From an optimization exercise on the open Yosys and OpenROAD flow, aimed at small area, a short achievable clock period and few clock cycles per item; shortcuts taken in it are not production practice.
Only simulation tests tie the RTL to the original design; equivalence was not proved.
Power figures rest on the tool's default switching activity, not on a simulated workload.

Setup of main:
Design iir_orde1_axis_wrapper, start of the top module:
module iir_orde1_axis_wrapper #(
    parameter integer C_S_AXI_DATA_WIDTH = 32,
    parameter integer C_S_AXI_ADDR_WIDTH = 4,
    parameter integer DATA_WIDTH         = 32   
)(
    input  wire aclk,
    input  wire aresetn,   
    input  wire [DATA_WIDTH-1:0] s_axis_tdata,
    input  wire                  s_axis_tvalid,
    output wire                  s_axis_tready,
    input  wire                  s_axis_tlast,
    output wire [DATA_WIDTH-1:0] m_axis_tdata,
    output reg                   m_axis_tvalid,
    input  wire                  m_axis_tready,
    output reg                   m_axis_tlast,
    input  wire [C_S_AXI_ADDR_WIDTH-1:0] s_axi_awaddr,
    input  wire                          s_axi_awvalid,
    output wire                          s_axi_awready,
    input  wire [C_S_AXI_DATA_WIDTH-1:0] s_axi_wdata,
    input  wire [C_S_AXI_DATA_WIDTH/8-1:0] s_axi_wstrb,
    input  wire                          s_axi_wvalid,
    output wire                          s_axi_wready,
    output wire [1:0]                    s_axi_bresp,
    output wire                          s_axi_bvalid,
    input  wire                          s_axi_bready,
    input  wire [C_S_AXI_ADDR_WIDTH-1:0] s_axi_araddr,
    input  wire                          s_axi_arvalid,
    output wire                          s_axi_arready,
    output wire [C_S_AXI_DATA_WIDTH-1:0] s_axi_rdata,
    output wire [1:0]                    s_axi_rresp,
    output wire                          s_axi_rvalid,
    input  wire                          s_axi_rready
);
Size: about 160 I/O pins, about 35000 sq um of cells after synthesis.
Settings: LEC_CHECK=0, CAP_MARGIN=20, CORE_MARGIN=2, CORE_UTILIZATION=40, SLEW_MARGIN=20; clock period 15.0 ns.
standard.sh (not shown) runs the stock make flow with config.mk's settings and CLKGATE_MAP_FILE= SYNTH_SCRIPT=/design/flow/synth_recipe.tcl, a recipe that flattens the netlist after the stock synthesis.
==> flow/flow/run.sh <==
#!/bin/bash
# The standard layout (the standard.sh, unchanged synthesis and SDC) with
# two changes to how ORFS builds it:
#  - the port buffers are plain buf_2 cells (ORFS otherwise picks a slow
#    delay-buffer cell for them); every port is still buffered;
#  - timing repair aims at a slack margin, so it works on the paths that
#    set the achieved period.
set -o pipefail
export SETUP_SLACK_MARGIN=10.5
export BUFFER_PORTS_ARGS="-inputs -outputs -buffer_cell sky130_fd_sc_hd__buf_2"
bash standard.sh > standard.log 2>&1
main: done, clean on timing, DRC and antenna
Testbench counts of main, summed over its fixed seeds: cycles 8,320, items 4,096.
What the feature branch does differently from main at the input level:
--- a/flow/design.v
+++ b/flow/design.v
@@ -1423,35 +1423,34 @@
                 aw_en      <= 1'b1;
             end
         end
     end
     always @(posedge aclk) begin
         if (!aresetn) begin
             axi_arready <= 1'b0;
             axi_rvalid  <= 1'b0;
+            axi_rdata   <= 32'd0;
         end else begin
             if (~axi_arready && s_axi_arvalid)
                 axi_arready <= 1'b1;
             else
                 axi_arready <= 1'b0;
-            if (axi_arready && s_axi_arvalid && ~axi_rvalid)
+            if (axi_arready && s_axi_arvalid && ~axi_rvalid) begin
                 axi_rvalid <= 1'b1;
-            else if (axi_rvalid && s_axi_rready)
+                case (s_axi_araddr[3:2])
+                    2'h0: axi_rdata <= reg_ctrl;
+                    2'h1: axi_rdata <= reg_a0;
+                    2'h2: axi_rdata <= reg_a1;
+                    2'h3: axi_rdata <= reg_b1;
+                    default: axi_rdata <= 32'd0;
+                endcase
+            end else if (axi_rvalid && s_axi_rready) begin
                 axi_rvalid <= 1'b0;
-        end
-    end
-    always @(posedge aclk) begin
-        if (~axi_rvalid) begin
-            case (s_axi_araddr[3:2])
-                2'h0: axi_rdata <= reg_ctrl;
-                2'h1: axi_rdata <= reg_a0;
-                2'h2: axi_rdata <= reg_a1;
-                default: axi_rdata <= reg_b1;
-            endcase
+            end
         end
     end
     wire go = ~m_axis_tvalid | m_axis_tready;
     reg        rdy;                   
     reg [1:0]  cnt;                   
     reg [15:0] e0_d, e1_d;
     reg        e0_l, e1_l;            
     reg        e0_c, e1_c;            
[summary]
Re share of total power in combinational logic: main and the feature branch aren't equal, and the lower value belongs to the feature branch. From main to the feature branch the numbers moved as follows: register-to-register slack ~0 delta; final number of max-transition violations held; number of detailed-route iterations in the first pass rose 1. From main to the feature branch the numbers moved as follows: highest clock rate now sits at about the same level; post-detailed-route wirelength per cell now sits higher; mean instance size in the synthesized netlist now sits lower. Delta (the feature branch minus main): maximum number of pins on one net before global-route repair decreased 12, logic depth of the worst setup path including buffers increased by 1 relative to the old numbers. Compared with main, in the feature branch met3 track demand over resource went up by 0.55 points, clock period minus final worst setup slack went up by 9.4 ps. Against main as the reference, the feature branch delivers a higher count of distinct cell types in the synthesized netlist. The feature branch reached the end of the flow, and the finished layout is clean on the timing, design-rule and antenna checks.
Testbench counts of the feature branch, summed over its fixed seeds: cycles 8,320, items 4,096.

==> what the ideal ports hide <==
In the flow no input, the clock included, has a driving cell. The finished layouts below were timed again as built, in two steps.
Step 1: set_driving_cell puts a clkbuf_16 on aclk and a buf_2 on each other input, an assumption about the parent block.
Step 2, shift: input delay + t, output delay - t, t = (earliest + latest rising clock arrival at the registers) / 2. This alone moves slack from input paths to output paths.
a / b / c = ideal / step 1 / step 2; a / b = the first two.
| run | shift t [ns] | setup slack, ns | worst setup path at the end | worst register clock-pin slew, ns |
|---|---|---|---|---|
| main | 0.677 | 10.565 / 10.565 / 10.032 | input to register | 0.07 / 0.07 |
| the feature branch | 0.683 | 10.556 / 10.556 / 10.012 | input to register | 0.07 / 0.07 |
After both steps setup and hold are still met in every run listed. The setup slack of the feature branch, which loses most, moves by 0.000 ns with the drivers and by -0.544 ns with both steps.
